This design comes from an exercise in tuning for small area, a short achievable clock period and few clock cycles per item on the open sky130 flow, not from production work.
In this exercise RTL edits were held to simulation tests only and were not proved equivalent to the original.
Power and IR drop assume default switching activity.

--- flow/config.mk ---
export PLATFORM = sky130hd
export DESIGN_NAME = CompMul
export DESIGN_NICKNAME = CompMul
export VERILOG_FILES = /design/flow/design.v
export SDC_FILE = /design/flow/constraint.sdc
export NUM_CORES = 4
export LEC_CHECK = 0
export CAP_MARGIN = 20
export CORE_MARGIN = 2
export CORE_UTILIZATION = 40
export SLEW_MARGIN = 20
--- flow/run.sh ---
#!/bin/bash
# synth_recipe.tcl (not shown) runs the flow's synth.tcl, then flattens the netlist and writes it again
# the make line also repeats each setting of config.mk as NAME=value (left out here)
make -C /OpenROAD-flow-scripts/flow DESIGN_CONFIG=/design/flow/config.mk WORK_HOME=/design/flow/orfs CLKGATE_MAP_FILE= SYNTH_SCRIPT=/design/flow/synth_recipe.tcl finish
--- flow/design.v ---
module ALU(
	input clk,  
	input [31:0] Source1,  
	input [31:0] Source2,  
	input [5:0] funct,  
	input [4:0] shamt,  
	output reg [31:0] result,  
	output zero,	 
	output reg carry  
	);
	reg [31:0] result_hold; 
	reg carry_hold; 
	reg [31:0] result_new;
	reg carry_new;
	reg hit;
	assign zero=(result==0)?1:0; 
	always@(*)begin
		hit=1'b1;
		carry_new=carry_hold;
		result_new=result_hold;
		case(funct[5:0]) 
			6'd27: {carry_new,result_new}=Source1+Source2; 
			6'd28: result_new=Source1-Source2; 
			6'd29: result_new=Source1>>shamt; 
			6'd30: result_new=Source1<<shamt; 
			6'd31: result_new=Source1^Source2; 
			6'd32: result_new=Source1&Source2; 
			default: hit=1'b0; 
		endcase
		result=result_new;
		carry=carry_new;
	end
	always@(posedge clk)begin
		if(hit)begin
			result_hold<=result_new;
			carry_hold<=carry_new;
		end
	end
endmodule
module Multiplicand(
	input clk,  
	input [31:0] Multiplicand_input,  
	input rst,  
	input wrctrl,  
	output reg [31:0] Multiplicand_output  
	);
always@(posedge clk or posedge rst)begin
	if(rst)Multiplicand_output<=32'd0; 
	else if(wrctrl)Multiplicand_output<=Multiplicand_input; 
end
endmodule
module Control(
	input run, 
	input rst, 
	input clk, 
	input lsb, 
	output reg ready, 
	output reg strctrl,  
	output reg wrctrl, 
	output reg [5:0] addctrl  
	);
	reg [2:0]state; 
	reg [2:0]next_state; 
	reg strctrl_wait; 
	reg [5:0]i; 
	always@(posedge clk or posedge rst)begin
		if(rst)begin 
			i<=0;
			ready<=0;
			strctrl<=0;
			strctrl_wait<=0;
			wrctrl<=0;
			addctrl<=6'd0;
			state<=3'd0;
			next_state<=3'd0;
		end
		else begin
			ready<=0; 
			strctrl<=0;
			wrctrl<=0;
			addctrl<=6'd0;
			state<=next_state;
			case(next_state)				
				3'd0:begin 
					i<=0;
					if(run) begin
						wrctrl<=1;
						next_state<=3'd1;
					end
				end
				3'd1:next_state<=3'd2;
				3'd2:begin 
					if(lsb) begin
						addctrl<=6'd27;
						strctrl_wait<=1;
					end
					next_state<=3'd3;
				end
				3'd3:begin 
					if(strctrl_wait) begin
						strctrl<=1;
						strctrl_wait<=0;
					end
					next_state<=3'd4;
				end
				3'd4:begin 
					i<=i+1;
					if(i==31) begin
						ready<=1;
						next_state<=3'd5;
					end
					else next_state<=3'd2;
				end
				3'd5:ready<=1; 
				default:;
			endcase
		end		
	end
endmodule
module Product(
	input [63:0] Product_input,  
	input wrctrl, 
	input strctrl, 
	input ready, 
	input rst, 
	input clk, 
	output reg [63:0] Product_output  
	);
	reg [2:0]state; 
	reg [2:0]next_state; 
	always@(posedge clk or posedge rst)begin
		if(rst)begin 
			Product_output<=64'd0;
			state<=3'd0;
	 		next_state<=3'd0;
		end
		else begin
			state<=next_state;
			case(next_state)
				3'd0:begin 
					if(wrctrl) begin
						Product_output[31:0]<=Product_input[31:0];
						Product_output[63:32]<=32'd0;
						next_state<=3'd1;
					end
				end
				3'd1:next_state<=3'd2; 
				3'd2:begin 
					Product_output<=Product_output>>1;
					next_state<=3'd3;
				end
				3'd3:begin 
					if(strctrl) Product_output[63:31]<=Product_input[63:31];
					next_state<=3'd4;
				end
				3'd4:begin 
					if(ready) begin
						Product_output<=Product_output;
						next_state<=3'd5;
					end
					else 	next_state<=3'd2;
				end
				3'd5:Product_output<=Product_output; 
				default:;
			endcase
		end
	end
endmodule
module CompMul(
	input [31:0] Multiplicand_input,  
	input [31:0] Multiplier_input,  
	input run,  
	input rst,  
	input clk,  
	output ready,  
	output [63:0] Product_output  
	);
	wire [31:0]Multiplicand_output; 
	wire [63:0]Product_input; 
	wire [32:0]Product_input_new;
	wire [5:0]addctrl; 
	wire [4:0]shamt=5'd0; 
	wire zero; 
	wire strctrl; 
	wire wrctrl; 
	reg state; 
	reg next_state; 
	assign Product_input=(state)?{Product_input_new[32:0],Product_output[30:0]}:{32'd0,Multiplier_input}; 
	Control ctr(run,rst,clk,Product_output[0],ready,strctrl,wrctrl,addctrl); 
	Multiplicand Mult(clk,Multiplicand_input,rst,wrctrl,Multiplicand_output); 
	Product Product(Product_input,wrctrl,strctrl,ready,rst,clk,Product_output); 
	ALU uut(clk,Multiplicand_output,Product_output[63:32],addctrl,shamt,Product_input_new[31:0],zero,Product_input_new[32]); 
	always@(posedge clk or posedge rst)begin
		if(rst)begin 
			state<=0;
			next_state<=0;
		end
		else begin
			state<=next_state;
			case(next_state)
				1'd0:if(run)next_state<=1'd1; 
				1'd1:if(ready) next_state<=1'd0; 
			endcase
		end
	end
endmodule
--- flow/constraint.sdc ---
create_clock -name core_clock -period 10.0 [get_ports {clk}]
set_input_delay 2.0000 -clock core_clock [delete_from_list [all_inputs] [get_ports {clk}]]
set_output_delay 2.0000 -clock core_clock [all_outputs]
set_load 0.01 [all_outputs]
==> impl_metrics.prom <==
# TYPE chip_impl_metric gauge
chip_impl_info{name="outcome",value="no timing/DRC/antenna violations"} 1
chip_impl_metric{name="clkPwrFrac",unit="%"} 27.1
chip_impl_metric{name="synth_warnings",unit=""} 5
chip_impl_metric{name="clock_pin_slew_on_the_worst_setup_and_hold_paths",unit="ns"} 0.06
chip_impl_metric{name="total_switching_power",unit="mW"} 0.9910
chip_impl_info{name="yosys-top-cells-count",value="115 x dfrtp_1, 86 x nand2_1, 76 x a21oi_1, 65 x nor2_1, 57 x o21ai_0"} 1
chip_impl_metric{name="setup_tns",unit="ns"} 0
chip_impl_metric{name="timing.critical_path.slowest_cell_delay",unit="ns"} 0.59
chip_impl_metric{name="yosys_register_bits",unit=""} 148
chip_impl_metric{name="post-synth-top-area-fraction",unit="%"} 34.49
chip_impl_info{name="cts_tree",value="done"} 1
chip_impl_metric{name="drv.max_cap_violation_count",unit=""} 0
chip_impl_metric{name="ir_worst_vdd",unit="uV"} 170.0
chip_impl_info{name="grt_setup_unrepaired",value="false"} 1
chip_impl_metric{name="syn-mean-instance-area",unit="sq um"} 9.910
chip_impl_info{name="timing.setup.critical_path_class",value="reg2out"} 1
chip_impl_info{name="postSynth.topFlopCell",value="dfrtp_1"} 1
chip_impl_metric{name="synthCells",unit=""} 842
chip_impl_metric{name="crit_arrival",unit="ns"} 1.47
chip_impl_metric{name="dpl.hpwl",unit="mm"} 14.47
chip_impl_metric{name="die-height",unit="um"} 148.4
chip_impl_metric{name="cell_internal_pwr",unit="mW"} 1.583
chip_impl_metric{name="synth_compound_gate_area_share",unit="%"} 20.09
chip_impl_info{name="setup.worst_path.start_class",value="flop"} 1
chip_impl_metric{name="cts-root-to-sink-buffers",unit=""} 2
chip_impl_info{name="yosysMostFrequentCell",value="dfrtp_1"} 1
chip_impl_metric{name="synth-edff-count",unit=""} 33
chip_impl_metric{name="drt_pass1_iterations",unit=""} 5
chip_impl_info{name="synth_top_family_by_area",value="compound AO/OA/AOI/OAI gates"} 1
chip_impl_metric{name="fp.dieArea",unit="sq um"} 22030
chip_impl_metric{name="sequential_share_of_the_synthesized_area",unit="%"} 46.36
chip_impl_metric{name="num_antenna_cells",unit=""} 0
chip_impl_metric{name="grt_overflow",unit=""} 0
chip_impl_metric{name="period_share",unit="%"} 34.75
chip_impl_metric{name="power.sequential.fraction",unit="%"} 31.2
chip_impl_metric{name="timing_worst_slew_pin_value",unit="ns"} 0.9505
chip_impl_metric{name="finalHoldViolations",unit=""} 0
chip_impl_metric{name="timing.critical_path.depth",unit=""} 1
chip_impl_metric{name="route.final.wire_length",unit="mm"} 21.15
chip_impl_metric{name="globalRouteTotalUtil",unit="%"} 19.65
chip_impl_metric{name="drt_drc_violations_left",unit=""} 0
chip_impl_metric{name="share_of_post_route_cells_with_drive_strength_above_1",unit="%"} 12.32
chip_impl_metric{name="cp.required",unit="ns"} 8.00
chip_impl_info{name="worstHoldPathType",value="reg2reg"} 1
chip_impl_metric{name="worst-path-buf-inv",unit=""} 1
chip_impl_metric{name="clkLatencyLatePin",unit="ns"} 0.44
chip_impl_metric{name="post-cts-setup-buffer-count",unit=""} 0
chip_impl_metric{name="synthMuxAreaShare",unit="%"} 7.182
chip_impl_metric{name="maxSlewViolCount",unit=""} 0
chip_impl_metric{name="p_leak",unit="nW"} 4.369
chip_impl_info{name="endpoint_kind",value="output pin"} 1
chip_impl_metric{name="cts.sinks",unit=""} 148
chip_impl_metric{name="achievable-frequency",unit="GHz"} 0.2878
chip_impl_metric{name="proportion_of_total_power_due_to_net_switching",unit="%"} 38.50
chip_impl_metric{name="grt_start_max_net_pins",unit=""} 97
chip_impl_metric{name="r2r.worst_path.cells",unit=""} 10
chip_impl_metric{name="fp-row-count",unit=""} 52
chip_impl_metric{name="power.density_cell_area",unit="nW/um^2"} 244.3
chip_impl_info{name="cells_along_the_critical_path",value="clkdlybuf4s50_1"} 1
chip_impl_metric{name="synth_adder_area_share",unit="%"} 5.188
chip_impl_metric{name="ys_types",unit=""} 69
chip_impl_metric{name="grt_antenna_before_repair",unit=""} 0
chip_impl_metric{name="synth_simple_gate_area_share",unit="%"} 15.35
chip_impl_metric{name="start_util",unit="%"} 40.97
chip_impl_metric{name="avgRoutedWirePerCell",unit="um"} 17.22
chip_impl_metric{name="placed_cells",unit=""} 1195
chip_impl_metric{name="finalWorstPathRequiredPeriod",unit="ns"} 3.475
chip_impl_metric{name="drt_iter0_drc",unit=""} 370
chip_impl_metric{name="core-area",unit="sq um"} 20360
chip_impl_metric{name="post_synth_xor_area_fraction",unit="%"} 2.519
chip_impl_metric{name="cts-resized-gates",unit=""} 0
chip_impl_metric{name="gp_routability_congestion",unit=""} 0.8448
chip_impl_metric{name="critical_path_peak_fanout",unit=""} 5
chip_impl_metric{name="timing.final.setup_violations",unit=""} 0
chip_impl_metric{name="die-width",unit="um"} 148.4
chip_impl_info{name="synth_top_area_cell",value="dfrtp_1"} 1
chip_impl_metric{name="cts_hold_buffers",unit=""} 0
chip_impl_metric{name="relative_area_change_from_synthesis_to_final_layout",unit="%"} 26.29
chip_impl_metric{name="hold-path-cell-count",unit=""} 0
chip_impl_metric{name="timing.max_slew.rel_slack",unit="%"} 36.63
chip_impl_metric{name="synthArstFlopShare",unit="%"} 77.70
chip_impl_metric{name="finClkSkew",unit="ns"} 0.01611
chip_impl_info{name="cp_slowest_cell",value="clkdlybuf4s50_1"} 1
chip_impl_metric{name="dr_total_vias",unit=""} 6769
chip_impl_metric{name="placement.io_buffers",unit=""} 131
chip_impl_metric{name="nNetsFinal",unit=""} 1046
chip_impl_metric{name="grt_pass1_wl",unit="mm"} 34.12
chip_impl_metric{name="cts_inserted_buffers",unit=""} 17
chip_impl_metric{name="drt.antenna.violating_nets",unit=""} 0
chip_impl_metric{name="net_count_after_synthesis",unit=""} 943
chip_impl_metric{name="power.total",unit="mW"} 2.574
chip_impl_metric{name="first_global_vias",unit=""} 6436
chip_impl_metric{name="instances_no_fill",unit=""} 1228
chip_impl_info{name="cts_root_buf",value="clkbuf_16"} 1
chip_impl_metric{name="post_drt_via_cell_ratio",unit=""} 5.512
chip_impl_info{name="synth.area.top_cells",value="dfrtp_1 34%, edfxtp_1 12%, mux2_2 6.3%"} 1
chip_impl_metric{name="num_io_pins",unit=""} 132
chip_impl_metric{name="comb_power_share",unit="%"} 41.6
chip_impl_metric{name="syn_area",unit="sq um"} 8344
chip_impl_metric{name="hold_slack",unit="ns"} 0.3986
chip_impl_info{name="critPathTopFamily",value="buffers and inverters"} 1
chip_impl_metric{name="htree_num_levels",unit=""} 4
-- power groups by stage --
stage               Combinational, mW  Sequential [mW]  Clock [mW]
detailed placement               1.05            0.816           0
finish                           1.07            0.804       0.699
global route                     1.18            0.817       0.734
floorplan                       0.693            0.808           0
global placement                 1.04            0.815           0
CTS                              1.06            0.805       0.710
-- cell usage in the layout, fill, tap and decap left out, drive strengths merged, types with 13 or more instances in the layout --
master           n
a21o            28
a221oi          22
inv             15
mux2            49
nand2           88
edfxtp          33
a21oi           79
clkdlybuf4s50  131
nor2            66
nor2b           13
nor3b           33
ha              33
dfrtp          115
clkbuf          24
o21ai           65
nand3           18
xnor2           16
-- metal layers --
metal  GRT usage (%)  share of wire (%)
met1           27.32                 47
met2           31.13                 47
met3           4.049                4.6
met4           5.857                1.2
met5               0                  0
-- logic make-up after synthesis --
kind of cell | after synthesis
mux | 53
compound gates | 255
flops | 148
fa+ha+maj | 34
buf+inv | 68
simple gates | 260
xor+xnor | 24
-- final cells by class --
class,instances,area (sq um)
Clock buffer,24,546.8
Sequential cell,148,3870
Inverter,11,43.79
Timing Repair Buffer,141,1406
Multi-Input combinational cell,626,4229
Clock inverter,8,103.9
Tap cell,270,337.8
Fill cell,1910,9827
-- registers in the layout, indices dropped and copies added, names as in the netlist, 3 cells and up --
register	count
Mult.Multiplicand_output	32
Product.next_state	3
uut.result_hold	32
Product.Product_output	64
ctr.i	6
ctr.next_state	3
-- through the flow --
stage,utilization (%),area [sq um],setup WS [ns]
4_1_cts,51.61,10510,6.478
6_report,51.74,10540,6.525
3_5_place_dp,48.41,9859,6.079
2_1_floorplan,-,8344,4.956
3_3_place_gp,48.38,9853,6.049
5_1_grt,51.74,10540,6.336
-- worst paths after layout --
path / start / to / slack [ns]
hold / removal: next_state$_DFF_PP0_ / state$_DFF_PP0_ / 0.40
max in group asynchronous: rst / ctr.addctrl[3]$_DFF_PP0_ / 6.67
min in group asynchronous: rst / Product.Product_output[37]$_DFFE_PP0P_ / 1.96
setup reg to reg: Product.Product_output[32]$_DFFE_PP0P_ / uut.result_hold[30]$_DFFE_PP_ / 6.93
setup / recovery: ctr.ready$_DFF_PP0_ / ready / 6.53
hold reg to reg: next_state$_DFF_PP0_ / state$_DFF_PP0_ / 0.40
Testbench counts, summed over its fixed seeds: cycles 235,200, items 2,400.

re-timing with driven ports:
The flow's constraints put no driver on any port. The routed layout listed below was extracted and timed again, unchanged, in two steps. Step 1, drivers: a clkbuf_16 drives clk and a buf_2 each remaining input, both assumed. Step 2 moves the port delays by t, midway between the first and last clock arrival at a register: inputs arrive t later, outputs are due t later. That takes back most of the time a late clock gives input paths. a / b / c = no drivers / after step 1 / after step 2; a / b = the first two.
shift t [ns]: 0.477
setup WS [ns]: 6.525 / 6.476 / 6.225
worst hold slack (ns): 0.399 / 0.399 / 0.399
worst slew at a driven data input, ns: 0.05
After both steps this run still meets setup and hold. The setup slack of this run moves by -0.049 ns with the drivers and by -0.300 ns with both steps. The worst setup slack also covers recovery checks on asynchronous resets.
